Background: an optimization exercise with open tools, aiming at small area and a short achievable clock period. Do not read the settings as production practice.
RTL that was checked went through simulation tests only; none was proved equivalent to the original.
For runs 2 to 7, only the layout was checked, not whether the RTL still works.

<file path="design/flow/run.sh">
#!/bin/bash
# synth_recipe.tcl (not shown) runs the flow's synth.tcl, then flattens the netlist and writes it again
# the make line also repeats each setting of config.mk as NAME=value (left out here)
make -C /OpenROAD-flow-scripts/flow DESIGN_CONFIG=/design/flow/config.mk WORK_HOME=/design/flow/orfs CLKGATE_MAP_FILE= SYNTH_SCRIPT=/design/flow/synth_recipe.tcl finish
</file>
<file path="design/flow/config.mk">
export PLATFORM = sky130hd
export DESIGN_NAME = FPU_Addition
export DESIGN_NICKNAME = FPU_Addition
export VERILOG_FILES = /design/flow/design.v
export SDC_FILE = /design/flow/constraint.sdc
export NUM_CORES = 4
export LEC_CHECK = 0
export CAP_MARGIN = 20
export CORE_MARGIN = 2
export CORE_UTILIZATION = 40
export SLEW_MARGIN = 20
</file>
<file path="design/flow/constraint.sdc">
create_clock -name core_clock -period 30.0 [get_ports {clk}]
set_input_delay 6.0000 -clock core_clock [delete_from_list [all_inputs] [get_ports {clk}]]
set_output_delay 6.0000 -clock core_clock [all_outputs]
set_load 0.01 [all_outputs]
</file>
<file path="design/flow/design.v">
module FPU_Addition #(parameter BITS=32)
                        (input [BITS-1:0]A,
                         input [BITS-1:0]B,
                         input clk,
                         output reg  [BITS-1:0] result);
    reg [23:0] A_Mantissa,B_Mantissa;
    reg [23:0] Temp_Mantissa;
    reg [22:0] Mantissa;
    reg [7:0] Exponent;
    reg Sign;
    wire MSB;
    reg [7:0] A_Exponent,B_Exponent,Temp_Exponent,diff_Exponent;
    reg A_sign,B_sign,Temp_sign;
    reg [32:0] Temp;
    reg carry;
    reg [2:0] one_hot;
    reg comp;
    reg [7:0] exp_adjust;
    integer i;
    always @(posedge clk) begin
        comp =  (A[30:23] >= B[30:23])? 1'b1 : 1'b0;
        A_Mantissa = comp ? {1'b1,A[22:0]} : {1'b1,B[22:0]};
        A_Exponent = comp ? A[30:23] : B[30:23];
        A_sign = comp ? A[31] : B[31];
        B_Mantissa = comp ? {1'b1,B[22:0]} : {1'b1,A[22:0]};
        B_Exponent = comp ? B[30:23] : A[30:23];
        B_sign = comp ? B[31] : A[31];
        diff_Exponent = A_Exponent-B_Exponent;
        B_Mantissa = (B_Mantissa >> diff_Exponent);
        {carry,Temp_Mantissa} =  (A_sign ~^ B_sign)? A_Mantissa + B_Mantissa : A_Mantissa-B_Mantissa ; 
        exp_adjust = A_Exponent;
        if(carry)
            begin
                Temp_Mantissa = Temp_Mantissa>>1;
                exp_adjust = exp_adjust+1'b1;
            end
        else
            begin
            for (i = 0; i < 24; i = i + 1)
                if (!Temp_Mantissa[23])
                begin
                Temp_Mantissa = Temp_Mantissa<<1;
                exp_adjust =  exp_adjust-1'b1;
                end
            end
        Sign = A_sign;
        Mantissa = Temp_Mantissa[22:0];
        Exponent = exp_adjust;
        result = {Sign,Exponent,Mantissa};
    end
endmodule
</file>
==> reports/results.ini, run 1 <==
[setup_path]
cpMostUsedCell = ha_1
cpMaxStageDelayCell = nor2_1
arrival_ps = 26880
cp_max_fo = 73
required_ps = 30200
cp-end-kind = flip-flop
slowest_delay_ps = 860
path_class = primary input to flip-flop
cp-start-kind = primary input

[min_path]
holdPathStages = 3
worstHoldPathType = primary input to flip-flop

[route]
first_iter_violations = 1977
drt-total-wl_um = 57000
vias_per_cell = 6.54
vias = 16400
drc_errors = 0
routedWlPerCell_um = 22.7
first_pass_iters = 6
ant_nets = 0

[clock_tree]
cts_resized = 0
post_cts_buffers = 0
numCtsBuffers = 5
cts.clk_slew.worst_paths_ps = 50
cts_tree = built
cts.sinks = 32
ctsHoldBuffers = 0
htreeDepth = 2
cts_max_path_buffers = 2
ctsRootBufferMaster = clkbuf_16

[global_route]
grt_pass1_wl_um = 88900
grt_pass1_vias = 15300
grt_use_total_pct = 30.6
grt_max_degree = 74
grt-ovfl-total = 0
antenna_found_initial = 0

[sta]
worstMarginPinSlew_ps = 1110
setup_tns_ps = 0
maxSlewHeadroom_pct = 25.9
hold_slack_ps = 6570
max_freq_mhz = 37.5
finalMaxSlewViolations = 0
setup_viol = 0
rsz0062_at_grt = no
hold_viol = 0
post-route-period-util_pct = 89.0
period_needed_ps = 26690

[synthesis]
netlist_instances = 2028
ys.flop_type = dfxtp_1
yosys_warnings = 1
synth_edf_count = 0
synth-seq-area-share_pct = 4.55
synth_area_per_cell_um2 = 6.94
ys_types = 127
synth_area_um2 = 14100
syn-num-nets = 2146
synthArstFlopShare_pct = 0
ys_seq_elements = 32

[placed_design]
numPortBuffers = 96
dp.final_hpwl_um = 45800
gp_congestion = 0.988

[floorplanning]
die_h_um = 192
io_pins = 97
rows = 68
core_um2 = 34600
die_area_um2 = 36700
die_w_um = 192
initial_utilization_pct = 40.7

[run_status]
status = no timing/DRC/antenna violations

[cells_and_area]
final_cell_mix = nand2_1 (265), nor2_1 (188), a21oi_1 (145)
syn2layout_area_growth_pct = 10.9
largest_reg_flops = 32
layout_commonest_cell = nand2_1
fin_nets = 2177
n_antenna_cell = 0
drive_above_1_share_pct = 10.2
nFillCells = 3570
postLayoutCoreUtil_pct = 45.1

[job]
cap_violations = 0

[per-layer routing]
layer	vias to the layer above	share of wire, %	global-route usage, %
met5	-	0	0
met4	0	1.8	5.41
met3	76	9.4	6.21
met2	781	42	46.3
met1	7821	47	44.9
li1	7770	-	-
[worst max-delay path, delay by kind of cell]
kind | cells | cell delay (ps)
compound gates | 25 | 4670
buf+inv | 6 | 1940
mux | 5 | 1770
fa+ha+maj | 18 | 5290
xor+xnor | 5 | 1250
simple gates | 32 | 5920
[logic make-up (layout without fill, tap and decap cells)]
| kind of cell | after synthesis | count (layout) | share of synthesized area, % |
|---|---|---|---|
| AOI/OAI and AO/OA | 653 | 653 | 32.8 |
| DFF | 32 | 32 | 4.55 |
| adders and majority gates | 54 | 54 | 4.84 |
| and+or+nand+nor | 858 | 858 | 29.7 |
| buffers and inverters | 157 | 188 | 4.97 |
| muxes | 126 | 126 | 12.0 |
| xor gates and xnor gates | 148 | 148 | 11.1 |
[Yosys cell counts, types with 20 or more instances]
cell type / number / area, µm²
mux2_2: 24 / 270
ha_1: 52 / 651
a211oi_1: 24 / 180
a31oi_1: 25 / 156
mux4_2: 29 / 653
dfxtp_1: 32 / 641
clkbuf_1: 68 / 255
nor3_1: 93 / 465
and2_1: 27 / 169
o21ai_0: 126 / 631
and3_1: 20 / 125
nand4_1: 36 / 225
a21oi_1: 146 / 731
a21o_1: 28 / 210
xnor2_1: 89 / 780
nand2_1: 265 / 995
o211ai_1: 34 / 255
xor2_1: 35 / 307
nor2_1: 188 / 706
o21a_1: 25 / 188
nand3_1: 85 / 425
buf_2: 20 / 100
inv_1: 39 / 146
mux2i_1: 68 / 681
[final cells by class]
class                      count  area [µm²]  share of cell area [%]
clock buffer                   7         153                   0.977
inverter                      43         161                    1.03
multi-input combinational   1839       12800                    82.1
sequential                    32         641                    4.10
tap                          455         569                    3.65
timing repair buffer         138        1280                    8.17
[stage by stage]
step | instance area (µm²) | cells | setup slack [ps]
after global placement | 15500 | 2507 | 3750
after global routing | 15600 | 2514 | 1620
final | 15600 | 2514 | 3310
after CTS | 15600 | 2514 | 3520
after detailed placement | 15500 | 2507 | 3290
after floorplan | 14100 | 2028 | 5460
[final timing paths]
check             slack (ps)   from    endpoint
setup / recovery        3310  B[28]  result[30]
hold / removal          6570  A[31]  result[31]
==> run 2: changes to the inputs <==
==> design/flow/design.v (replaced) <==
module fpa_add #(parameter W = 25)
                (input [W-1:0] a,
                 input [W-1:0] b,
                 input cin,
                 output [W-1:0] s,
                 output cout);
    localparam L = $clog2(W);
    wire [W-1:0] g [0:L];
    wire [W-1:0] p [0:L];
    wire [W-1:0] p0 = a ^ b;
    assign g[0] = (a & b) | {{(W-1){1'b0}}, p0[0] & cin};
    assign p[0] = p0;
    genvar l, i;
    generate
        for (l = 0; l < L; l = l + 1) begin : lv
            for (i = 0; i < W; i = i + 1) begin : bt
                if ((i >> l) & 1) begin : cmb
                    localparam J = ((i >> l) << l) - 1;
                    assign g[l+1][i] = g[l][i] | (p[l][i] & g[l][J]);
                    assign p[l+1][i] = p[l][i] & p[l][J];
                end else begin : pas
                    assign g[l+1][i] = g[l][i];
                    assign p[l+1][i] = p[l][i];
                end
            end
        end
    endgenerate
    assign s = p0 ^ {g[L][W-2:0], cin};
    assign cout = g[L][W-1];
endmodule
module FPU_Addition #(parameter BITS=32)
                        (input [BITS-1:0]A,
                         input [BITS-1:0]B,
                         input clk,
                         output [BITS-1:0] result);
    wire [7:0] eA = A[30:23];
    wire [7:0] eB = B[30:23];
    wire [7:0] dAB, dBA;
    wire       cAB, cBA;
    fpa_add #(8) u_dab (.a(eA), .b(~eB), .cin(1'b1), .s(dAB), .cout(cAB));
    fpa_add #(8) u_dba (.a(eB), .b(~eA), .cin(1'b1), .s(dBA), .cout(cBA));
    wire comp = cAB;                              
    wire [7:0] d = comp ? dAB : dBA;
    wire [23:0] mL = comp ? {1'b1, A[22:0]} : {1'b1, B[22:0]};
    wire [23:0] mS = comp ? {1'b1, B[22:0]} : {1'b1, A[22:0]};
    wire [7:0]  eL = comp ? eA : eB;
    wire        sL = comp ? A[31] : B[31];
    wire        sub = A[31] ^ B[31];
    wire [23:0] s0 = d[0] ? {1'b0,  mS[23:1]} : mS;
    wire [23:0] s1 = d[1] ? {2'b0,  s0[23:2]} : s0;
    wire [23:0] s2 = d[2] ? {4'b0,  s1[23:4]} : s1;
    wire [23:0] s3 = d[3] ? {8'b0,  s2[23:8]} : s2;
    wire [23:0] s4 = d[4] ? {16'b0, s3[23:16]} : s3;
    wire [23:0] mSa = (|d[7:5]) ? 24'd0 : s4;
    wire [24:0] T;
    wire        tc;
    fpa_add #(25) u_add (.a({1'b0, mL}), .b({1'b0, mSa} ^ {25{sub}}), .cin(sub),
                         .s(T), .cout(tc));
    reg [24:0] T_r;
    reg [7:0]  eL_r;
    reg        sL_r;
    always @(posedge clk) begin
        T_r  <= T;
        eL_r <= eL;
        sL_r <= sL;
    end
    reg [4:0] lz;
    integer k;
    always @(*) begin
        lz = 5'd24;
        for (k = 0; k < 24; k = k + 1)
            if (T_r[k]) lz = 5'd23 - k[4:0];
    end
    wire [23:0] Tn = T_r[23:0] << lz;
    wire [22:0] mant = T_r[24] ? T_r[23:1] : Tn[22:0];
    wire [7:0]  expo = T_r[24] ? eL_r + 8'd1 : eL_r - {3'd0, lz};
    assign result = {sL_r, expo, mant};
endmodule
==> reports/results.ini, run 2 <==
[setup_path]
cp-start-kind = primary input  ; unchanged
cp_max_fo = 39  ; was 73
cp-end-kind = flip-flop  ; unchanged
path_class = primary input to flip-flop  ; unchanged
required_ps = 30200  ; about the same
arrival_ps = 13020  ; was 26880 ps

[global_route]
grt_use_total_pct = 24.1  ; was 30.6%
grt-ovfl-total = 0  ; unchanged
grt_pass1_vias = 6178  ; was 15.3k
grt_max_degree = 40  ; was 74
antenna_found_initial = 0  ; unchanged
grt_pass1_wl_um = 34000  ; was 88900 µm

[cells_and_area]
final_cell_mix = clkdlybuf4s50_1 (96), mux2i_1 (66), nor2_1 (63)  ; was nand2_1 (265), nor2_1 (188), a21oi_1 (145)
n_antenna_cell = 0  ; unchanged
fin_nets = 981  ; was 2177
syn2layout_area_growth_pct = 18.0  ; was 10.9%
largest_reg_flops = 25  ; was 32
layout_commonest_cell = clkdlybuf4s50_1  ; was nand2_1
drive_above_1_share_pct = 13.3  ; was 10.2%

[sta]
maxSlewHeadroom_pct = 37.9  ; was 25.9%
post-route-period-util_pct = 42.7  ; was 89.0%
max_freq_mhz = 78.0  ; was 37.5 MHz
worstMarginPinSlew_ps = 930  ; was 1110 ps
setup_viol = 0  ; unchanged
finalMaxSlewViolations = 0  ; unchanged
setup_tns_ps = 0  ; unchanged
hold_viol = 0  ; unchanged
worst_slack_ps = 17180  ; was 3310 ps
period_needed_ps = 12820  ; was 26690 ps
rsz0062_at_grt = no  ; unchanged

[route]
vias_per_cell = 6.05  ; was 6.54
first_iter_violations = 632  ; was 1977
ant_nets = 0  ; unchanged
drt-total-wl_um = 21200  ; was 57000 µm
vias = 6542  ; was 16.4k
first_pass_iters = 6  ; unchanged
drc_errors = 0  ; unchanged
routedWlPerCell_um = 19.6  ; was 22.7 µm

[synthesis]
ys_seq_elements = 34  ; was 32
syn-num-nets = 918  ; was 2146
synthArstFlopShare_pct = 0  ; unchanged
yosys_warnings = 3  ; was 1
synth_area_per_cell_um2 = 8.32  ; was 6.94 µm²
yosys.area.top_type = dfxtp_1  ; was nand2_1
netlist_instances = 799  ; was 2028
synth_area_leaders = dfxtp_1 (10%), mux2i_1 (9.9%), mux4_2 (8.1%), ha_1 (7.9%), mux2_2 (7.3%)  ; was nand2_1 (7.1%), xnor2_1 (5.5%), a21oi_1 (5.2%), nor2_1 (5.0%), mux2i_1 (4.8%)
ys_types = 76  ; was 127
synth-seq-area-share_pct = 10.2  ; was 4.55%
synth_most_common_cell = mux2i_1  ; was nand2_1
synth_commonest_cells = mux2i_1 (66), nor2_1 (63), nand2_1 (60)  ; was nand2_1 (265), nor2_1 (188), a21oi_1 (146)
synth_top_area_share_pct = 10.2  ; was 7.07%
synth_edf_count = 0  ; unchanged
ys.flop_type = dfxtp_1  ; unchanged
synth_area_um2 = 6650  ; was 14100 µm²

[placed_design]
numPortBuffers = 96  ; unchanged
gp_congestion = 0.927  ; was 0.988
pre_cts_slack_ps = 16990  ; was 3290 ps
dp.final_hpwl_um = 17300  ; was 45800 µm

[floorplanning]
rows = 47  ; was 68
io_pins = 97  ; unchanged
die_area_um2 = 17700  ; was 36700 µm²
core_um2 = 16400  ; was 34600 µm²
initial_utilization_pct = 40.5  ; was 40.7%
die_w_um = 133  ; was 192 µm
die_h_um = 133  ; was 192 µm

[clock_tree]
cts_max_path_buffers = 2  ; unchanged
htreeDepth = 2  ; unchanged
ctsHoldBuffers = 0  ; unchanged
cts.sinks = 34  ; was 32
cts.clk_slew.worst_paths_ps = 50  ; about the same
cts_tree = built  ; unchanged
post_cts_buffers = 0  ; unchanged
ctsRootBufferMaster = clkbuf_16  ; unchanged
cts_resized = 0  ; unchanged
numCtsBuffers = 5  ; unchanged

[min_path]
worstHoldPathType = primary input to flip-flop  ; unchanged
holdPathStages = 3  ; unchanged

[run_status]
status = no timing/DRC/antenna violations  ; unchanged

[job]
cap_violations = 0  ; unchanged

run 2: cell types whose count changed in the layout (fill, tap and decap cells not counted), moves of 32 or more:
cell     before  now
nand2_1     265   60
nor2_1      188   63
a21oi_1     145   36
o21ai_0     126   40
nor3_1       93   16
nand3_1      85   22
xnor2_1      84   38
nand4_1      36    4
run 2: final cells by class:
type                    count  area (µm²)
fillers                  1589        8560
multi-input cells         678        5570
repair buffers            107        1040
flip-flops and latches     34         681
well taps                 220         275
inverters                  36         140
clock buffers               5         125
clock inverters             2        10.0
run 2: cell families after synthesis:
logic type,Yosys count,synth area share (%)
mux,136,26.3
xor+xnor,48,6.32
buf+inv,87,6.08
compound gates,217,23.5
flops,34,10.2
simple gates,223,16.1
fa+ha+maj,54,11.5
run 2: path summary, 6_finish.rpt:
| kind | startpoint | endpoint |
|---|---|---|
| setup / recovery | A[25] | T_r[24] |
| hold / removal | A[28] | eL_r[5] |
run 2: metrics by stage:
stage | cells | hold slack [ps] | util, % | cell area (µm²)
after floorplan | 799 | 6110 | - | 6650
after global placement | 1075 | 6640 | 47.0 | 7710
after detailed placement | 1075 | 6650 | 47.0 | 7710
after CTS | 1082 | 6360 | 47.8 | 7850
after global routing | 1082 | 6370 | 47.8 | 7850
final | 1082 | 6360 | 47.8 | 7850
run 2: layer usage:
layer | GRT usage [%] | vias up | wire [µm]
met5 | 0 | - | 0
met4 | 7.89 | 0 | 628
met3 | 2.57 | 48 | 1170
met2 | 40.8 | 283 | 10100
met1 | 32.0 | 3083 | 9310
li1 | - | 3128 | -
run 2: worst max-delay path, cell delays in order:
cell and delay [ps]:
clkdlybuf4s50_1 530, inv_1 110, ha_1 310, nor2b_1 160
o31a_2 310, o221a_4 290, nor2_8 390, buf_4 520
mux2i_4 630, a211oi_1 140, a2111oi_0 530, a221oi_1 140
xnor2_1 190, fa_1 450, a21o_1 180, a21o_1 210
a21oi_1 140, nand2b_1 150, o21ai_0 140, o41ai_1 540
o211ai_1 280, o31ai_1 440, mux2i_1 220
==> run 3: changes to the inputs <==
==> design/flow/flow/run.sh (new file) <==
#!/bin/bash
# Standard synthesis and layout, with the timing repair steps asked to keep
# extra setup slack so that they size and buffer the critical paths.
set -euo pipefail
MARGIN=$(cat flow/margin.txt)
bash standard.sh finish SETUP_SLACK_MARGIN=$MARGIN > standard.log 2>&1
==> design/flow/flow/margin.txt (new file) <==
19
==> design/flow/standard.sh (new file) <==
#!/bin/bash
# synth_recipe.tcl (not shown) runs the flow's synth.tcl, then flattens the netlist and writes it again
# the make line also repeats each setting of config.mk as NAME=value (left out here)
make -C /OpenROAD-flow-scripts/flow DESIGN_CONFIG=/design/flow/config.mk WORK_HOME=/design/flow/orfs CLKGATE_MAP_FILE= SYNTH_SCRIPT=/design/flow/synth_recipe.tcl "${@:-finish}"
removed: design/flow/run.sh
==> reports/results.ini, run 3 <==
[placed_design]
dpl_cell_area_um2 = 7700  ; was 7710 µm²
dp.final_hpwl_um = 17400  ; was 17300 µm
numPortBuffers = 96  ; unchanged
gp_congestion = 1.01  ; was 0.927

[sta]
hold_viol = 0  ; unchanged
rsz0062_at_grt = yes  ; was no
worstMarginPinSlew_ps = 790  ; was 930 ps
post-route-period-util_pct = 36.4  ; was 42.7%
setup_tns_ps = 0  ; unchanged
maxSlewHeadroom_pct = 46.9  ; was 37.9%
period_needed_ps = 10930  ; was 12820 ps
finalMaxSlewViolations = 0  ; unchanged
setup_viol = 0  ; unchanged
max_freq_mhz = 91.5  ; was 78.0 MHz

[cells_and_area]
drive_above_1_share_pct = 26.2  ; was 13.3%
final_cell_mix = clkdlybuf4s50_1 (82), nor2_1 (59), nand2_1 (58)  ; was clkdlybuf4s50_1 (96), mux2i_1 (66), nor2_1 (63)
post-route-cell-area_um2 = 8970  ; was 7850 µm²
layout_commonest_cell = clkdlybuf4s50_1  ; unchanged
n_antenna_cell = 0  ; unchanged
fin_nets = 1037  ; was 981
largest_reg_flops = 25  ; unchanged
syn2layout_area_growth_pct = 34.8  ; was 18.0%

[job]
cap_violations = 0  ; unchanged

[global_route]
grt_pass1_wl_um = 36900  ; was 34000 µm
antenna_found_initial = 0  ; unchanged
grt_max_degree = 33  ; was 40
grt_use_total_pct = 26.1  ; was 24.1%
grt_pass1_vias = 6747  ; was 6178
grt-ovfl-total = 0  ; unchanged

[clock_tree]
htreeDepth = 2  ; unchanged
cts.sinks = 34  ; unchanged
numCtsBuffers = 5  ; unchanged
cts.clk_slew.worst_paths_ps = 50  ; about the same
ctsHoldBuffers = 0  ; unchanged
cts_max_path_buffers = 2  ; unchanged
ctsRootBufferMaster = clkbuf_16  ; unchanged
cts_tree = built  ; unchanged

[setup_path]
slowest_delay_ps = 360  ; was 630 ps
cpMaxStageDelayCell = ha_1  ; was mux2i_4
required_ps = 30200  ; about the same
cpMostUsedCell = buf_6  ; was a21o_1
arrival_ps = 11130  ; was 13020 ps
cp-start-kind = primary input  ; unchanged
cp-end-kind = flip-flop  ; unchanged
cp_max_fo = 10  ; was 39
path_class = primary input to flip-flop  ; unchanged

[synthesis]
synth_most_common_cell = mux2i_1  ; unchanged
yosys.area.top_type = dfxtp_1  ; unchanged
synth_area_leaders = dfxtp_1 (10%), mux2i_1 (9.9%), mux4_2 (8.1%), ha_1 (7.9%), mux2_2 (7.3%)  ; unchanged
netlist_instances = 799  ; unchanged
ys_types = 76  ; unchanged
syn-num-nets = 918  ; unchanged
synthArstFlopShare_pct = 0  ; unchanged
yosys_warnings = 3  ; unchanged
synth_commonest_cells = mux2i_1 (66), nor2_1 (63), nand2_1 (60)  ; unchanged
synth_area_per_cell_um2 = 8.32  ; unchanged
ys.flop_type = dfxtp_1  ; unchanged
synth-seq-area-share_pct = 10.2  ; unchanged
ys_seq_elements = 34  ; unchanged
synth_top_area_share_pct = 10.2  ; unchanged
synth_edf_count = 0  ; unchanged
synth_area_um2 = 6650  ; unchanged

[route]
routedWlPerCell_um = 21.0  ; was 19.6 µm
drc_errors = 0  ; unchanged
vias = 7041  ; was 6542
first_iter_violations = 812  ; was 632
first_pass_iters = 8  ; was 6
ant_nets = 0  ; unchanged
drt-total-wl_um = 23900  ; was 21200 µm
vias_per_cell = 6.18  ; was 6.05

[floorplanning]
core_um2 = 16400  ; unchanged
rows = 47  ; unchanged
die_area_um2 = 17700  ; unchanged
die_h_um = 133  ; unchanged
die_w_um = 133  ; unchanged
initial_utilization_pct = 40.5  ; unchanged
io_pins = 97  ; unchanged

[min_path]
worstHoldPathType = primary input to flip-flop  ; unchanged
whs_endpoint = eL_r[6]  ; was eL_r[5]
min_from = B[29]  ; was A[28]
holdPathStages = 3  ; unchanged

[run_status]
status = no timing/DRC/antenna violations  ; unchanged

run 3: repair_timing:
item	in CTS	in global routing
resized for setup	79	64
buffers inserted	34	19
gates cloned	5	1
pin swaps	25	30
endpoints found under the setup margin	26	15
run 3: layout make-up:
cell class,instances,area (µm²)
clock buffers,7,143
clock inverters,1,5.00
fillers,1477,7440
inverters,36,140
multi-input cells,681,6150
flip-flops and latches,34,682
well taps,220,275
repair buffers,160,1570
run 3: worst max path at each step:
stage / depth (start not counted) / startpoint / endpoint / slack, ps
floorplan: 24 / A[23] / T_r[24] / 19070
global placement: 23 / A[25] / T_r[24] / 16990
detailed placement: 23 / A[25] / T_r[24] / 16820
CTS: 23 / B[28] / T_r[24] / 18990
global route: 23 / B[25] / T_r[24] / 18850
finish: 27 / A[23] / T_r[24] / 19070
run 3: worst max-delay path: cells and delay by family:
kind | cells | cell delay, ps
compound gates | 10 | 2140
xor+xnor | 2 | 300
fa+ha+maj | 3 | 730
mux | 2 | 520
simple gates | 4 | 460
buf+inv | 6 | 950
run 3: metal layers:
layer  up-vias  global-route usage (%)  routed length, µm
met5         -                       0                  0
met4         0                    8.84                786
met3        66                    2.76               1590
met2       358                    44.9              11700
met1      3363                    34.0               9820
li1       3254                       -                  -
run 3: per-stage QoR:
stage	utilization (%)	hold WS (ps)	std cells	worst slack (ps)
floorplan	-	6110	799	19070
global placement	46.9	6650	1072	16990
detailed placement	46.9	6650	1072	16820
CTS	52.1	6170	1119	18990
global route	54.6	6070	1139	18850
finish	54.6	6040	1139	19070
run 3: logic make-up (layout without fill, tap and decap cells):
group | count (synthesis) | count (layout) | share of synthesized area [%]
buffers and inverters | 87 | 204 | 6.08
and+or+nand+nor | 223 | 225 | 16.1
muxes | 136 | 137 | 26.3
adders and majority gates | 54 | 54 | 11.5
xor gates and xnor gates | 48 | 48 | 6.32
DFF | 34 | 34 | 10.2
AOI/OAI and AO/OA | 217 | 217 | 23.5
==> run 4: changes to the inputs <==
--- a/design/flow/design.v
+++ b/design/flow/design.v
@@ -64,15 +64,20 @@
         eL_r <= eL;
         sL_r <= sL;
     end
-    reg [4:0] lz;
-    integer k;
-    always @(*) begin
-        lz = 5'd24;
-        for (k = 0; k < 24; k = k + 1)
-            if (T_r[k]) lz = 5'd23 - k[4:0];
-    end
-    wire [23:0] Tn = T_r[23:0] << lz;
-    wire [22:0] mant = T_r[24] ? T_r[23:1] : Tn[22:0];
-    wire [7:0]  expo = T_r[24] ? eL_r + 8'd1 : eL_r - {3'd0, lz};
-    assign result = {sL_r, expo, mant};
+    wire        z4 = ~|T_r[24:9];
+    wire [24:0] n4 = z4 ? {T_r[8:0], 16'd0} : T_r;
+    wire        z3 = ~|n4[24:17];
+    wire [24:0] n3 = z3 ? {n4[16:0], 8'd0} : n4;
+    wire        z2 = ~|n3[24:21];
+    wire [24:0] n2 = z2 ? {n3[20:0], 4'd0} : n3;
+    wire        z1 = ~|n2[24:23];
+    wire [24:0] n1 = z1 ? {n2[22:0], 2'd0} : n2;
+    wire        z0 = ~n1[24];
+    wire [23:0] n0 = z0 ? n1[22:0] : n1[23:1];
+    wire        tz = ~|T_r;
+    wire [4:0]  lz = {z4, z3, z2, z1, z0};
+    wire [6:0]  lo = {2'b0, eL_r[4:0]} + 7'd1 - {2'b0, lz};
+    wire [2:0]  hi = lo[6] ? eL_r[7:5] - 3'd1 : eL_r[7:5] + {2'd0, lo[5]};
+    wire [7:0]  expo = tz ? eL_r - 8'd24 : {hi, lo[4:0]};
+    assign result = {sL_r, expo, n0[22:0]};
 endmodule
==> design/flow/run.sh (new file) <==
#!/bin/bash
# synth_recipe.tcl (not shown) runs the flow's synth.tcl, then flattens the netlist and writes it again
# the make line also repeats each setting of config.mk as NAME=value (left out here)
make -C /OpenROAD-flow-scripts/flow DESIGN_CONFIG=/design/flow/config.mk WORK_HOME=/design/flow/orfs CLKGATE_MAP_FILE= SYNTH_SCRIPT=/design/flow/synth_recipe.tcl finish
removed: design/flow/flow/run.sh
removed: design/flow/flow/margin.txt
removed: design/flow/standard.sh
==> reports/results.ini, run 4 <==
[run_status]
status = no timing/DRC/antenna violations  ; unchanged

[global_route]
grt_max_degree = 47  ; was 33
grt_use_total_pct = 23.7  ; was 26.1%
grt_pass1_wl_um = 31800  ; was 36900 µm
grt-ovfl-total = 0  ; unchanged
antenna_found_initial = 0  ; unchanged
grt_pass1_vias = 6034  ; was 6747

[setup_path]
required_ps = 24000  ; was 30200 ps
cp-end-kind = primary output  ; was flip-flop
cp-start-kind = flip-flop  ; was primary input
arrival_ps = 6640  ; was 11130 ps
cp_max_fo = 23  ; was 10
path_class = flip-flop to primary output  ; was primary input to flip-flop

[synthesis]
netlist_instances = 778  ; was 799
synth_most_common_cell = nand2_1  ; was mux2i_1
synth_commonest_cells = nand2_1 (125), ha_1 (45), nor2_1 (44)  ; was mux2i_1 (66), nor2_1 (63), nand2_1 (60)
ys_types = 88  ; was 76
synth_area_leaders = dfxtp_1 (11%), ha_1 (8.8%), mux4_2 (8.8%), nand2_1 (7.4%), mux2i_1 (6.4%)  ; was dfxtp_1 (10%), mux2i_1 (9.9%), mux4_2 (8.1%), ha_1 (7.9%), mux2_2 (7.3%)
synth-seq-area-share_pct = 10.7  ; was 10.2%
syn-num-nets = 902  ; was 918
ys.flop_type = dfxtp_1  ; unchanged
synthArstFlopShare_pct = 0  ; unchanged
yosys.area.top_type = dfxtp_1  ; unchanged
ys_seq_elements = 34  ; unchanged
yosys_warnings = 3  ; unchanged
synth_area_per_cell_um2 = 8.18  ; was 8.32 µm²
synth_top_area_share_pct = 10.7  ; was 10.2%
synth_area_um2 = 6360  ; was 6650 µm²
synth_edf_count = 0  ; unchanged

[sta]
rsz0062_at_grt = no  ; was yes
finalMaxSlewViolations = 0  ; unchanged
period_needed_ps = 12640  ; was 10930 ps
setup_viol = 0  ; unchanged
max_freq_mhz = 79.1  ; was 91.5 MHz
post-route-period-util_pct = 42.1  ; was 36.4%
setup_tns_ps = 0  ; unchanged
maxSlewHeadroom_pct = 36.9  ; was 46.9%
worstMarginPinSlew_ps = 944  ; was 790 ps
hold_viol = 0  ; unchanged

[cells_and_area]
ff_latch_area_um2 = 681  ; was 682 µm²
fin_nets = 973  ; was 1037
post-route-cell-area_um2 = 7590  ; was 8970 µm²
largest_reg_flops = 25  ; unchanged
postLayoutCoreUtil_pct = 48.3  ; was 54.6%
syn2layout_area_growth_pct = 19.3  ; was 34.8%
drive_above_1_share_pct = 11.4  ; was 26.2%
fin_cells = 1066  ; was 1139
final_cell_mix = nand2_1 (125), clkdlybuf4s50_1 (96), nor2_1 (44), ha_1 (44)  ; was clkdlybuf4s50_1 (82), nor2_1 (59), nand2_1 (58)
layout_commonest_cell = nand2_1  ; was clkdlybuf4s50_1
multi_input_area_um2 = 5300  ; was 6150 µm²
n_antenna_cell = 0  ; unchanged
nFillCells = 1538  ; was 1477

[placed_design]
dpl_cell_area_um2 = 7420  ; was 7700 µm²
gp_congestion = 0.995  ; was 1.01
dp.cells = 1058  ; was 1072
dp.final_hpwl_um = 16600  ; was 17400 µm
numPortBuffers = 96  ; unchanged

[route]
routedWlPerCell_um = 18.8  ; was 21.0 µm
first_iter_violations = 453  ; was 812
drt-total-wl_um = 20000  ; was 23900 µm
drc_errors = 0  ; unchanged
ant_nets = 0  ; unchanged
first_pass_iters = 6  ; was 8
vias_per_cell = 5.82  ; was 6.18
vias = 6204  ; was 7041

[floorplanning]
die_area_um2 = 16900  ; was 17700 µm²
initial_utilization_pct = 40.5  ; about the same
core_um2 = 15700  ; was 16400 µm²
io_pins = 97  ; unchanged
rows = 46  ; was 47
die_w_um = 130  ; was 133 µm
die_h_um = 130  ; was 133 µm

[clock_tree]
cts_tree = built  ; unchanged
cts_resized = 0  ; was 79
cts.clk_slew.worst_paths_ps = 50  ; about the same
ctsRootBufferMaster = clkbuf_16  ; unchanged
cts.sinks = 34  ; unchanged
ctsHoldBuffers = 0  ; unchanged
numCtsBuffers = 5  ; unchanged
cts_max_path_buffers = 2  ; unchanged
post_cts_buffers = 0  ; was 34
htreeDepth = 2  ; unchanged

[job]
cap_violations = 0  ; unchanged

[min_path]
worstHoldPathType = primary input to flip-flop  ; unchanged

==> run 4: cell count changes after synthesis, moves of 7 or more <==
cell,change
buf_2,-7
o21ai_0,-15
a211oi_1,-14
mux2_2,-32
nand2_1,+65
a22oi_1,+15
nor3_1,-8
a21o_1,+8
nor2b_1,-13
nor2_1,-19
nor4_1,+7
mux2i_1,-25
==> run 4: path summary, 6_finish.rpt <==
kind | from | endpoint | cells past startpoint
setup / recovery | T_r[21] | result[30] | 23
hold / removal | B[30] | eL_r[7] | 3
==> run 4: metrics by stage <==
| stage | setup slack (ps) | hold slack, ps |
|---|---|---|
| 6_report | 17360 | 6370 |
| 5_1_grt | 16870 | 6400 |
| 4_1_cts | 17380 | 6360 |
| 3_5_place_dp | 17130 | 6650 |
| 3_3_place_gp | 17270 | 6650 |
| 2_1_floorplan | 18550 | 6100 |
==> run 4: cell families after synthesis <==
group / synth area share [%]
flip-flops: 10.7
multiplexers: 17.9
XOR/XNOR: 6.74
AO/OA/AOI/OAI: 24.0
AND/OR/NAND/NOR: 21.3
buffers and inverters: 6.13
adder cells (fa/ha/maj): 13.2
==> run 4: worst max-delay path, stage by stage, from the launching register on <==
cell and delay, ps:
dfxtp_1 340, or4_4 580, nor2_2 740, a31oi_1 240
o21a_2 420, a21oi_4 370, nand2_4 120, inv_2 320
ha_1 290, inv_1 50, ha_1 160, inv_1 60
fa_1 390, inv_1 70, a21oi_1 60, o21bai_1 170
xor2_1 200, nand2_1 70, ha_1 220, fa_1 410
xnor2_1 140, a21o_1 190, xnor2_1 160, clkdlybuf4s50_1 560
==> run 4: area by class of cell <==
| cell class | instances | area share [%] |
|---|---|---|
| repair buffers | 103 | 13.3 |
| clock buffers | 6 | 1.70 |
| flip-flops and latches | 34 | 8.97 |
| multi-input cells | 663 | 69.9 |
| clock inverters | 2 | 0.494 |
| well taps | 216 | 3.56 |
| inverters | 42 | 2.08 |
==> run 4: routing by layer <==
metal	vias up	GRT usage, %	share of wire [%]
met2	212	42.5	50
met4	0	9.11	2.6
met5	-	0	0
met1	2942	30.3	44
met3	31	0.943	4.0
li1	3019	-	-
==> run 5: changes to the inputs <==
==> design/flow/flow/run.sh (new file) <==
#!/bin/bash
# Standard synthesis and layout with two changes: the port buffers are the
# small sky130_fd_sc_hd__buf_1 instead of the delay buffer buffer_ports picks
# by default, and the timing repair steps aim for extra setup slack (the
# margin in flow/margin.txt) so that they size and buffer the critical paths.
set -euo pipefail
MARGIN=$(cat flow/margin.txt)
bash standard.sh finish SETUP_SLACK_MARGIN=$MARGIN \
    "BUFFER_PORTS_ARGS=-buffer_cell sky130_fd_sc_hd__buf_1" > standard.log 2>&1
==> design/flow/flow/margin.txt (new file) <==
0
==> design/flow/standard.sh (new file) <==
#!/bin/bash
# synth_recipe.tcl (not shown) runs the flow's synth.tcl, then flattens the netlist and writes it again
# the make line also repeats each setting of config.mk as NAME=value (left out here)
make -C /OpenROAD-flow-scripts/flow DESIGN_CONFIG=/design/flow/config.mk WORK_HOME=/design/flow/orfs CLKGATE_MAP_FILE= SYNTH_SCRIPT=/design/flow/synth_recipe.tcl "${@:-finish}"
removed: design/flow/run.sh
==> reports/results.ini, run 5 <==
[route]
routedWlPerCell_um = 16.7  ; was 18.8 µm
drt-total-wl_um = 17700  ; was 20000 µm
first_pass_iters = 6  ; unchanged
ant_nets = 0  ; unchanged
first_iter_violations = 482  ; was 453
vias_per_cell = 5.71  ; was 5.82
drc_errors = 0  ; unchanged
vias = 6076  ; was 6204

[synthesis]
synthArstFlopShare_pct = 0  ; unchanged
synth_area_um2 = 6360  ; unchanged
syn-num-nets = 902  ; unchanged
synth_most_common_cell = nand2_1  ; unchanged
ys.flop_type = dfxtp_1  ; unchanged
synth_top_area_share_pct = 10.7  ; unchanged
synth-seq-area-share_pct = 10.7  ; unchanged
synth_area_per_cell_um2 = 8.18  ; unchanged
netlist_instances = 778  ; unchanged
ys_types = 88  ; unchanged
yosys_warnings = 3  ; unchanged
yosys.area.top_type = dfxtp_1  ; unchanged
synth_edf_count = 0  ; unchanged
synth_commonest_cells = nand2_1 (125), ha_1 (45), nor2_1 (44)  ; unchanged
synth_area_leaders = dfxtp_1 (11%), ha_1 (8.8%), mux4_2 (8.8%), nand2_1 (7.4%), mux2i_1 (6.4%)  ; unchanged
ys_seq_elements = 34  ; unchanged

[setup_path]
crit_family = simple AND/OR/NAND/NOR gates  ; unchanged
cp_num_buf_inv = 5  ; unchanged
crit_chain = or4_4, nor2_2, a31oi_1, o21a_2, a21oi_4, nand2_4, inv_2, ha_1, inv_1, ha_1, inv_1, fa_1, inv_1, a21oi_1, o21bai_1, xor2_1, nand2_1, ha_1, fa_1, xnor2_1, a21o_1, xnor2_1, buf_1  ; was or4_4, nor2_2, a31oi_1, o21a_2, a21oi_4, nand2_4, inv_2, ha_1, inv_1, ha_1, inv_1, fa_1, inv_1, a21oi_1, o21bai_1, xor2_1, nand2_1, ha_1, fa_1, xnor2_1, a21o_1, xnor2_1, clkdlybuf4s50_1
arrival_ps = 6130  ; was 6640 ps
cp_max_fo = 23  ; unchanged
path_class = flip-flop to primary output  ; unchanged
required_ps = 24000  ; about the same
cpMaxStageDelayCell = nor2_2  ; unchanged
cp-start-kind = flip-flop  ; unchanged
cp-end-kind = primary output  ; unchanged
slowest_delay_ps = 720  ; was 740 ps

[floorplanning]
io_pins = 97  ; unchanged
rows = 46  ; unchanged
initial_utilization_pct = 40.5  ; unchanged
die_h_um = 130  ; unchanged
die_w_um = 130  ; unchanged
die_area_um2 = 16900  ; unchanged
core_um2 = 15700  ; unchanged

[cells_and_area]
drive_above_1_share_pct = 11.2  ; was 11.4%
final_cell_mix = nand2_1 (125), buf_1 (96), ha_1 (45)  ; was nand2_1 (125), clkdlybuf4s50_1 (96), nor2_1 (44), ha_1 (44)
n_antenna_cell = 0  ; unchanged
fin_nets = 973  ; unchanged
layout_commonest_cell = nand2_1  ; unchanged
postLayoutCoreUtil_pct = 44.3  ; was 48.3%
largest_reg_flops = 25  ; unchanged
syn2layout_area_growth_pct = 9.38  ; was 19.3%

[sta]
rsz0062_at_grt = no  ; unchanged
setup_tns_ps = 0  ; unchanged
finalMaxSlewViolations = 0  ; unchanged
hold_viol = 0  ; unchanged
maxSlewHeadroom_pct = 29.0  ; was 36.9%
period_needed_ps = 12130  ; was 12640 ps
setup_viol = 0  ; unchanged
post-route-period-util_pct = 40.4  ; was 42.1%
worstMarginPinSlew_ps = 1070  ; was 944 ps
max_freq_mhz = 82.5  ; was 79.1 MHz

[global_route]
antenna_found_initial = 0  ; unchanged
grt_max_degree = 47  ; unchanged
grt_pass1_wl_um = 28900  ; was 31800 µm
grt-ovfl-total = 0  ; unchanged
grt_use_total_pct = 21.2  ; was 23.7%
grt_pass1_vias = 5508  ; was 6034

[placed_design]
numPortBuffers = 96  ; unchanged
dp.final_hpwl_um = 14500  ; was 16600 µm
gp_congestion = 0.939  ; was 0.995

[run_status]
status = no timing/DRC/antenna violations  ; unchanged

[clock_tree]
ctsRootBufferMaster = clkbuf_16  ; unchanged
cts_resized = 0  ; unchanged
htreeDepth = 2  ; unchanged
cts.sinks = 34  ; unchanged
cts.clk_slew.worst_paths_ps = 40  ; was 50 ps
cts_max_path_buffers = 2  ; unchanged
post_cts_buffers = 0  ; unchanged
numCtsBuffers = 5  ; unchanged
ctsHoldBuffers = 0  ; unchanged
cts_tree = built  ; unchanged

[job]
cap_violations = 0  ; unchanged

[min_path]
worstHoldPathType = primary input to flip-flop  ; unchanged

-- run 5: cell counts after synthesis --
Identical to the previous run, type by type.
-- run 5: per-layer routing --
layer / part of all wire [%] / up-vias / track usage, % / wire length, µm
met5: 0 / - / 0 / 0
met4: 2.4 / 0 / 7.02 / 424
met3: 5.0 / 27 / 1.15 / 891
met2: 45 / 225 / 34.5 / 8000
met1: 47 / 2816 / 30.3 / 8420
li1: - / 3008 / - / -
-- run 5: stage by stage --
stage	std cells	hold WS (ps)	area [µm²]	setup slack [ps]
2_1_floorplan	778	6100	6360	18550
4_1_cts	1064	6010	6960	17850
5_1_grt	1064	6050	6960	17350
6_report	1064	6020	6960	17870
3_3_place_gp	1058	6290	6820	17750
3_5_place_dp	1058	6290	6820	17630
-- run 5: final cells by class --
type	instances	area, µm²
Timing Repair Buffer	103	413
Fill cell	1640	8750
Clock buffer	6	139
Multi-Input combinational cell	663	5300
Sequential cell	34	681
Inverter	42	158
Tap cell	216	270
-- run 5: logic make-up after synthesis --
family                   after synthesis  share of synthesized area (%)
AND/OR/NAND/NOR                      273                           21.3
AO/OA/AOI/OAI                        203                           24.0
buffers and inverters                 81                           6.13
multiplexers                          79                           17.9
adder cells (fa/ha/maj)               59                           13.2
XOR/XNOR                              49                           6.74
flip-flops                            34                           10.7
-- run 5: worst paths after layout --
path	startpoint	endpoint	slack (ps)	cells after the start
worst max-delay path	T_r[21]	result[30]	17870	23
worst min-delay path	B[29]	eL_r[6]	6020	3
==> run 6: changes to the inputs <==
==> design/flow/flow/margin.txt (replaced) <==
19
==> reports/results.ini, run 6 <==
[synthesis]
synth_most_common_cell = nand2_1  ; unchanged
yosys.area.top_type = dfxtp_1  ; unchanged
synth_area_leaders = dfxtp_1 (11%), ha_1 (8.8%), mux4_2 (8.8%), nand2_1 (7.4%), mux2i_1 (6.4%)  ; unchanged
syn-num-nets = 902  ; unchanged
synth-seq-area-share_pct = 10.7  ; unchanged
synth_area_per_cell_um2 = 8.18  ; unchanged
ys_types = 88  ; unchanged
synth_area_um2 = 6360  ; unchanged
synth_commonest_cells = nand2_1 (125), ha_1 (45), nor2_1 (44)  ; unchanged
ys.flop_type = dfxtp_1  ; unchanged
ys_seq_elements = 34  ; unchanged
synth_edf_count = 0  ; unchanged
synthArstFlopShare_pct = 0  ; unchanged
synth_top_area_share_pct = 10.7  ; unchanged
netlist_instances = 778  ; unchanged
yosys_warnings = 3  ; unchanged

[floorplanning]
die_h_um = 130  ; unchanged
rows = 46  ; unchanged
die_w_um = 130  ; unchanged
io_pins = 97  ; unchanged
core_um2 = 15700  ; unchanged
initial_utilization_pct = 40.5  ; unchanged
die_area_um2 = 16900  ; unchanged

[cells_and_area]
post-route-cell-area_um2 = 7900  ; was 6960 µm²
layout_commonest_cell = nand2_1  ; unchanged
final_cell_mix = nand2_1 (122), buf_1 (93), buf_4 (54)  ; was nand2_1 (125), buf_1 (96), ha_1 (45)
n_antenna_cell = 0  ; unchanged
syn2layout_area_growth_pct = 24.1  ; was 9.38%
drive_above_1_share_pct = 23.0  ; was 11.2%
nFillCells = 1533  ; was 1640
fin_cells = 1123  ; was 1064
largest_reg_flops = 25  ; unchanged
fin_nets = 1030  ; was 973

[clock_tree]
cts.sinks = 34  ; unchanged
htreeDepth = 2  ; unchanged
ctsHoldBuffers = 0  ; unchanged
cts_max_path_buffers = 2  ; unchanged
cts.clk_slew.worst_paths_ps = 50  ; was 40 ps
cts_tree = built  ; unchanged
ctsRootBufferMaster = clkbuf_16  ; unchanged
numCtsBuffers = 5  ; unchanged

[global_route]
antenna_found_initial = 0  ; unchanged
grt_max_degree = 41  ; was 47
grt-ovfl-total = 0  ; unchanged
grt_use_total_pct = 23.1  ; was 21.2%
grt_pass1_vias = 6058  ; was 5508
grt_pass1_wl_um = 31300  ; was 28900 µm

[route]
drt-total-wl_um = 19800  ; was 17700 µm
first_pass_iters = 5  ; was 6
drc_errors = 0  ; unchanged
vias_per_cell = 5.81  ; was 5.71
first_iter_violations = 590  ; was 482
ant_nets = 0  ; unchanged
vias = 6526  ; was 6076
routedWlPerCell_um = 17.7  ; was 16.7 µm

[sta]
setup_tns_ps = 0  ; unchanged
post-route-period-util_pct = 36.4  ; was 40.4%
setup_viol = 0  ; unchanged
rsz0062_at_grt = yes  ; was no
maxSlewHeadroom_pct = 62.0  ; was 29.0%
worstMarginPinSlew_ps = 569  ; was 1070 ps
worst_slack_ps = 19080  ; was 17870 ps
max_freq_mhz = 91.6  ; was 82.5 MHz
finalMaxSlewViolations = 0  ; unchanged
hold_viol = 0  ; unchanged
period_needed_ps = 10920  ; was 12130 ps

[placed_design]
dp.final_hpwl_um = 14600  ; was 14500 µm
pre_cts_slack_ps = 18180  ; was 17630 ps
numPortBuffers = 96  ; unchanged
gp_congestion = 0.907  ; was 0.939
dp.cells = 1057  ; was 1058
dpl_cell_area_um2 = 6850  ; was 6820 µm²

[setup_path]
required_ps = 30220  ; was 24000 ps
path_class = primary input to flip-flop  ; was flip-flop to primary output
setup.worst_path.end = T_r[16]  ; was result[30]
cp_max_fo = 7  ; was 23
cp-end-kind = flip-flop  ; was primary output
cp-start-kind = primary input  ; was flip-flop
worstSetupStartpoint = B[23]  ; was T_r[21]
arrival_ps = 11140  ; was 6130 ps

[job]
cap_violations = 0  ; unchanged

[min_path]
worstHoldPathType = primary input to flip-flop  ; unchanged

[run_status]
status = no timing/DRC/antenna violations  ; unchanged

## run 6: changes by cell type in the layout (fill, tap and decap cells not counted), moves of 4 or more
cell,delta
a211oi_4,+4
a22oi_1,-4
nor4_4,+4
o21ai_0,-4
a21oi_1,-5
fa_1,-4
buf_4,+47
dfxtp_1,-6
a22oi_2,+4
dfxtp_2,+5
fa_2,+4
## run 6: critical path: stages
cell	delay (ps)
buf_8	100
ha_4	150
fa_2	390
nand3b_4	210
a211o_4	450
nand2_8	130
mux4_2	550
a222oi_1	370
buf_4	200
nor3_4	50
a221oi_2	210
xnor2_1	140
fa_2	410
a21o_1	190
a21o_1	210
a2111oi_4	350
nor4b_2	110
o21a_2	250
a21oi_4	200
fa_1	410
inv_1	50
## run 6: repair_timing
item / 4_1_cts / 5_1_grt
resized for setup: 33 / 62
pin swaps: 22 / 38
gates cloned: 6 / 0
setup buffers: 30 / 22
endpoints found under the setup margin: 19 / 17
## run 6: cell families after synthesis
| kind of cell | share of synthesized area [%] |
|---|---|
| compound gates | 24.0 |
| xor+xnor | 6.74 |
| fa+ha+maj | 13.2 |
| simple gates | 21.3 |
| buf+inv | 6.13 |
| flops | 10.7 |
| mux | 17.9 |
## run 6: layer usage
layer / up-vias / share of wire (%) / routed length [µm] / track usage [%]
li1: 3134 / - / - / -
met1: 3041 / 44 / 8680 / 30.8
met2: 292 / 47 / 9410 / 38.7
met3: 59 / 5.3 / 1060 / 1.07
met4: 0 / 3.5 / 688 / 11.0
met5: - / 0 / 0 / 0
## run 6: metrics by stage
stage	hold WS, ps	util [%]
finish	6000	50.3
global placement	6280	43.6
floorplan	6100	-
global route	6040	50.3
detailed placement	6280	43.6
CTS	5990	47.6
## run 6: layout make-up
type	count	area (µm²)	share of cell area [%]
multi-input combinational	669	5720	72.4
tap	216	270	3.42
sequential	34	691	8.75
timing repair buffer	154	852	10.8
clock inverter	3	68.8	0.871
inverter	42	170	2.15
clock buffer	5	125	1.58
## run 6: how the worst min path moves through the flow
stage | start | end | cells past startpoint
CTS | A[30] | eL_r[7] | 3
global route | B[29] | eL_r[6] | 3
floorplan | B[31] | sL_r | 2
global placement | B[29] | eL_r[6] | 3
finish | A[30] | eL_r[7] | 3
detailed placement | A[30] | eL_r[7] | 3
==> run 7: changes to the inputs <==
--- a/design/flow/design.v
+++ b/design/flow/design.v
@@ -74,10 +74,10 @@
     wire [24:0] n1 = z1 ? {n2[22:0], 2'd0} : n2;
     wire        z0 = ~n1[24];
     wire [23:0] n0 = z0 ? n1[22:0] : n1[23:1];
-    wire        tz = ~|T_r;
-    wire [4:0]  lz = {z4, z3, z2, z1, z0};
+    wire        tz = z4 & ~|T_r[8:0];
+    wire [4:0]  lz = {z4, z3, z2 & ~tz, z1 & ~tz, z0};
     wire [6:0]  lo = {2'b0, eL_r[4:0]} + 7'd1 - {2'b0, lz};
     wire [2:0]  hi = lo[6] ? eL_r[7:5] - 3'd1 : eL_r[7:5] + {2'd0, lo[5]};
-    wire [7:0]  expo = tz ? eL_r - 8'd24 : {hi, lo[4:0]};
+    wire [7:0]  expo = {hi, lo[4:0]};
     assign result = {sL_r, expo, n0[22:0]};
 endmodule
==> design/flow/flow/margin.txt (replaced) <==
0
==> reports/results.ini, run 7 <==
[run_status]
status = no timing/DRC/antenna violations  ; unchanged

[placed_design]
numPortBuffers = 96  ; unchanged
gp_congestion = 0.913  ; was 0.907
dpl_cell_area_um2 = 6330  ; was 6850 µm²
dp.final_hpwl_um = 13300  ; was 14600 µm

[clock_tree]
cts_max_path_buffers = 2  ; unchanged
post_cts_buffers = 0  ; was 30
cts_resized = 0  ; was 33
ctsHoldBuffers = 0  ; unchanged
cts.sinks = 34  ; unchanged
cts_tree = built  ; unchanged
cts.clk_slew.worst_paths_ps = 50  ; about the same
htreeDepth = 2  ; unchanged
ctsRootBufferMaster = clkbuf_16  ; unchanged
numCtsBuffers = 5  ; unchanged

[setup_path]
path_class = primary input to flip-flop  ; unchanged
required_ps = 30150  ; was 30220 ps
worstSetupStartpoint = A[25]  ; was B[23]
cp-end-kind = flip-flop  ; unchanged
arrival_ps = 12700  ; was 11140 ps
cp_max_fo = 66  ; was 7
cp-start-kind = primary input  ; unchanged
setup.worst_path.end = T_r[24]  ; was T_r[16]

[route]
ant_nets = 0  ; unchanged
routedWlPerCell_um = 17.2  ; was 17.7 µm
vias = 5411  ; was 6526
drc_errors = 0  ; unchanged
first_iter_violations = 410  ; was 590
drt-total-wl_um = 16300  ; was 19800 µm
vias_per_cell = 5.71  ; was 5.81
first_pass_iters = 5  ; unchanged

[synthesis]
synth_area_per_cell_um2 = 8.46  ; was 8.18 µm²
syn-num-nets = 813  ; was 902
synth_most_common_cell = mux2i_1  ; was nand2_1
synthArstFlopShare_pct = 0  ; unchanged
synth_area_um2 = 5840  ; was 6360 µm²
netlist_instances = 690  ; was 778
synth_area_leaders = mux2i_1 (12%), dfxtp_1 (12%), ha_1 (9.4%), mux4_2 (9.3%), mux2_2 (6.2%)  ; was dfxtp_1 (11%), ha_1 (8.8%), mux4_2 (8.8%), nand2_1 (7.4%), mux2i_1 (6.4%)
synth_edf_count = 0  ; unchanged
ys.flop_type = dfxtp_1  ; unchanged
yosys.area.top_type = mux2i_1  ; was dfxtp_1
yosys_warnings = 3  ; unchanged
ys_types = 70  ; was 88
synth-seq-area-share_pct = 11.7  ; was 10.7%
ys_seq_elements = 34  ; unchanged
synth_commonest_cells = mux2i_1 (71), a21oi_1 (58), nand2_1 (53)  ; was nand2_1 (125), ha_1 (45), nor2_1 (44)
synth_top_area_share_pct = 12.2  ; was 10.7%

[global_route]
grt-ovfl-total = 0  ; unchanged
grt_max_degree = 67  ; was 41
grt_pass1_wl_um = 26800  ; was 31300 µm
grt_use_total_pct = 20.6  ; was 23.1%
grt_pass1_vias = 5250  ; was 6058
antenna_found_initial = 0  ; unchanged

[floorplanning]
die_area_um2 = 15600  ; was 16900 µm²
rows = 44  ; was 46
die_w_um = 125  ; was 130 µm
initial_utilization_pct = 40.6  ; was 40.5%
die_h_um = 125  ; was 130 µm
io_pins = 97  ; unchanged
core_um2 = 14400  ; was 15700 µm²

[sta]
worstMarginPinSlew_ps = 896  ; was 569 ps
post-route-period-util_pct = 41.8  ; was 36.4%
max_freq_mhz = 79.7  ; was 91.6 MHz
period_needed_ps = 12550  ; was 10920 ps
maxSlewHeadroom_pct = 40.3  ; was 62.0%
setup_tns_ps = 0  ; unchanged
rsz0062_at_grt = no  ; was yes
setup_viol = 0  ; unchanged
hold_viol = 0  ; unchanged
finalMaxSlewViolations = 0  ; unchanged

[job]
cap_violations = 0  ; unchanged

[cells_and_area]
postLayoutCoreUtil_pct = 45.1  ; was 50.3%
fin_nets = 885  ; was 1030
post-route-cell-area_um2 = 6480  ; was 7900 µm²
drive_above_1_share_pct = 12.2  ; was 23.0%
n_antenna_cell = 0  ; unchanged
syn2layout_area_growth_pct = 11.0  ; was 24.1%
final_cell_mix = buf_1 (96), mux2i_1 (70), a21oi_1 (58)  ; was nand2_1 (122), buf_1 (93), buf_4 (54)
nFillCells = 1453  ; was 1533
layout_commonest_cell = buf_1  ; was nand2_1
largest_reg_flops = 25  ; unchanged

[min_path]
worstHoldPathType = primary input to flip-flop  ; unchanged

-- run 7: cell types whose count changed after synthesis, sizes merged, moves of 7 or more --
cell / delta
nand2b: -7
nand3: -14
a211oi: -10
a21oi: +16
nor4: -8
mux2i: +29
nand2: -73
and2: -8
a22oi: -22
nor3: +8
mux2: +22
-- run 7: worst max-delay path, stage by stage --
cell      delay (ps)
buf_1            150
inv_1            110
ha_1             320
nor2b_1          150
o31a_1           290
o21ai_4          260
buf_4            680
mux2i_4          330
buf_4            400
o22ai_1          240
mux2i_1          270
nand2_1           90
a21oi_1          300
mux2i_1          150
fa_1             420
a21o_1           180
a21o_1           220
a31o_2           270
a221oi_1         530
o31ai_1          220
or4_1            460
a31oi_1          280
mux2_2           370
-- run 7: cell families after synthesis --
kind of cell,Yosys count,share of synthesized area (%)
flops,34,11.7
compound gates,159,18.1
buf+inv,85,6.13
simple gates,176,14.6
fa+ha+maj,58,14.2
xor+xnor,50,7.50
mux,128,27.8
-- run 7: layer usage --
layer | vias to the layer above | GRT usage [%] | wire length [µm]
li1 | 2663 | - | -
met1 | 2528 | 27.3 | 7290
met5 | - | 0 | 0
met4 | 0 | 7.58 | 345
met3 | 25 | 1.55 | 739
met2 | 195 | 35.1 | 7960
-- run 7: layout make-up --
type,instances,area [µm²],area share [%]
clock inverter,1,5.00,0.0772
timing repair buffer,104,420,6.49
multi-input combinational,571,4830,74.5
tap,184,230,3.55
clock buffer,7,143,2.20
sequential,34,681,10.5
inverter,46,173,2.66
-- run 7: stage by stage --
step | std cells | hold slack, ps | worst slack (ps)
CTS | 947 | 5990 | 17480
detailed placement | 939 | 6270 | 17210
floorplan | 690 | 6110 | 18680
finish | 947 | 6000 | 17450
global route | 947 | 6030 | 16920
global placement | 939 | 6260 | 17400
-- run 7: worst min-delay path by stage --
| stage | start | to | cells after the start |
|---|---|---|---|
| finish | B[30] | eL_r[7] | 2 |
| global route | B[30] | eL_r[7] | 2 |
| floorplan | B[23] | eL_r[0] | 2 |
| detailed placement | B[30] | eL_r[7] | 2 |
| CTS | B[30] | eL_r[7] | 2 |
| global placement | B[30] | eL_r[7] | 2 |
==> run 8: changes to the inputs <==
--- a/design/flow/design.v
+++ b/design/flow/design.v
@@ -1,10 +1,9 @@
-module fpa_add #(parameter W = 25)
+module fpa_add #(parameter W = 25, parameter L = 5)
                 (input [W-1:0] a,
                  input [W-1:0] b,
                  input cin,
                  output [W-1:0] s,
                  output cout);
-    localparam L = $clog2(W);
     wire [W-1:0] g [0:L];
     wire [W-1:0] p [0:L];
     wire [W-1:0] p0 = a ^ b;
@@ -37,8 +36,8 @@
     wire [7:0] eB = B[30:23];
     wire [7:0] dAB, dBA;
     wire       cAB, cBA;
-    fpa_add #(8) u_dab (.a(eA), .b(~eB), .cin(1'b1), .s(dAB), .cout(cAB));
-    fpa_add #(8) u_dba (.a(eB), .b(~eA), .cin(1'b1), .s(dBA), .cout(cBA));
+    fpa_add #(8, 3) u_dab (.a(eA), .b(~eB), .cin(1'b1), .s(dAB), .cout(cAB));
+    fpa_add #(8, 3) u_dba (.a(eB), .b(~eA), .cin(1'b1), .s(dBA), .cout(cBA));
     wire comp = cAB;                              
     wire [7:0] d = comp ? dAB : dBA;
     wire [23:0] mL = comp ? {1'b1, A[22:0]} : {1'b1, B[22:0]};
@@ -54,7 +53,7 @@
     wire [23:0] mSa = (|d[7:5]) ? 24'd0 : s4;
     wire [24:0] T;
     wire        tc;
-    fpa_add #(25) u_add (.a({1'b0, mL}), .b({1'b0, mSa} ^ {25{sub}}), .cin(sub),
+    fpa_add #(25, 5) u_add (.a({1'b0, mL}), .b({1'b0, mSa} ^ {25{sub}}), .cin(sub),
                          .s(T), .cout(tc));
     reg [24:0] T_r;
     reg [7:0]  eL_r;
==> design/flow/flow/margin.txt (replaced) <==
18
==> reports/results.ini, run 8 <==
[synthesis]
synth_commonest_cells = mux2i_1 (71), a21oi_1 (58), nand2_1 (53)  ; unchanged
synthArstFlopShare_pct = 0  ; unchanged
synth_top_area_share_pct = 12.2  ; unchanged
yosys_warnings = 3  ; unchanged
ys_seq_elements = 34  ; unchanged
synth_area_per_cell_um2 = 8.46  ; unchanged
ys.flop_type = dfxtp_1  ; unchanged
yosys.area_share.simple_pct = 14.6  ; unchanged
yosys.area.top_type = mux2i_1  ; unchanged
synth_area_um2 = 5840  ; unchanged
synthXorXnorAreaFrac_pct = 7.50  ; unchanged
synth_fa_ha_area_share_pct = 14.2  ; unchanged

[cells_and_area]
n_antenna_cell = 0  ; unchanged
fin_nets = 896  ; was 885
drive_above_1_share_pct = 13.8  ; was 12.2%
largest_reg_flops = 25  ; unchanged

[clock_tree]
ctsHoldBuffers = 0  ; unchanged
numCtsBuffers = 5  ; unchanged
ctsRootBufferMaster = clkbuf_16  ; unchanged

[floorplanning]
initial_utilization_pct = 40.6  ; unchanged
rows = 44  ; unchanged
die_w_um = 125  ; unchanged
io_pins = 97  ; unchanged

[sta]
setup_viol = 0  ; unchanged
hold_viol = 0  ; unchanged
maxSlewHeadroom_pct = 39.0  ; was 40.3%
rsz0062_at_grt = yes  ; was no
setup_tns_ps = 0  ; unchanged
period_needed_ps = 11670  ; was 12550 ps

[global_route]
grt_max_degree = 67  ; unchanged
grt_use_total_pct = 20.6  ; about the same
grt_pass1_wl_um = 26800  ; about the same
antenna_found_initial = 0  ; unchanged
grt-ovfl-total = 0  ; unchanged

[route]
first_iter_violations = 464  ; was 410
ant_nets = 0  ; unchanged
routedWlPerCell_um = 17.6  ; was 17.2 µm
drt-total-wl_um = 16800  ; was 16300 µm

[job]
cap_violations = 0  ; unchanged

[run_status]
status = no timing/DRC/antenna violations  ; unchanged

[setup_path]
cp-start-kind = primary input  ; unchanged
arrival_ps = 11820  ; was 12700 ps
required_ps = 30150  ; about the same

[min_path]
worstHoldPathType = primary input to flip-flop  ; unchanged

[placed_design]
numPortBuffers = 96  ; unchanged

run 8: worst paths after layout:
path / cells past startpoint / slack (ps) / end
max: 23 / 18330 / T_r[24]
min: 2 / 6000 / eL_r[7]
run 8: layer usage:
layer / global-route usage (%) / vias up / part of all wire [%]
met3: 1.55 / 32 / 5.1
met1: 27.3 / 2599 / 44
li1: - / 2686 / -
met4: 7.45 / 0 / 2.4
met5: 0 / - / 0
met2: 35.4 / 201 / 49
run 8: critical path, cell delays in order:
cell and delay [ps]:
buf_1 120, inv_1 70, ha_1 210, fa_1 420, nor2b_1 170, o31a_1 210, o21ai_4 100, buf_12 210
mux2_2 590, nand3_1 330, o22ai_1 200, a21oi_1 80, a21oi_2 230, mux2i_1 120, fa_1 420, a21o_1 180
a21o_1 220, a31o_2 270, a221oi_2 370, o31ai_1 190, or4_1 440, a31oi_1 280, mux2_2 370
run 8: kinds of logic (layout without fill, tap and decap cells):
kind of cell	Yosys count	after routing
AO/OA/AOI/OAI	159	159
XOR/XNOR	50	50
adder cells (fa/ha/maj)	58	58
buffers and inverters	85	169
flip-flops	34	34
multiplexers	128	128
AND/OR/NAND/NOR	176	176
run 8: timing repair:
action | CTS | global route
endpoints found under the setup margin | 3 | 4
setup buffers | 0 | 10
pin swaps | 0 | 4
cloned | 0 | 1
resized for setup | 4 | 5
run 8: cell type report:
class / instances / area, µm² / share of cell area (%)
inverters: 46 / 173 / 2.61
well taps: 184 / 230 / 3.48
flip-flops and latches: 34 / 681 / 10.3
multi-input cells: 571 / 4850 / 73.3
clock inverters: 1 / 5.00 / 0.0756
clock buffers: 7 / 143 / 2.15
repair buffers: 115 / 537 / 8.11
run 8: metrics by stage:
step / util, % / setup slack, ps / hold slack (ps) / cells / cell area, µm²
after floorplan: - / 18680 / 6110 / 690 / 5840
after global placement: 44.1 / 17400 / 6260 / 939 / 6330
after detailed placement: 44.1 / 17210 / 6270 / 939 / 6330
after CTS: 45.2 / 18050 / 5990 / 947 / 6500
after global routing: 46.1 / 17940 / 6030 / 958 / 6620
final: 46.1 / 18330 / 6000 / 958 / 6620

-- re-timing with driven ports --
The results above use ideal ports. As a check the final layouts listed here were re-extracted and re-timed, cells and wires unchanged. Step 1 assumes that a clkbuf_16 drives the clock port and a buf_2 every other input. Step 2, shift: input delay + t, output delay - t, t = (earliest + latest rising clock arrival at the registers) / 2. This alone moves slack from input paths to output paths. a / b / c = ideal / step 1 / step 2; a / b = the first two.
run	shift t [ns]	slack for setup (ns)	cell pins on the clock port's net
run 1	0.304	3.315 / 3.324 / 3.020	1
run 2	0.315	17.180 / 17.193 / 16.879	1
run 3	0.318	19.073 / 19.096 / 18.778	1
run 4	0.312	17.362 / 17.325 / 17.067	1
run 5	0.303	17.872 / 17.840 / 17.587	1
run 6	0.304	19.081 / 19.064 / 18.760	1
run 7	0.302	17.453 / 17.460 / 17.158	1
run 8	0.302	18.333 / 18.344 / 18.042	1
After both steps setup and hold are still met in every run listed. The setup slack of run 6, which loses most, moves by -0.017 ns with the drivers and by -0.321 ns with both steps.
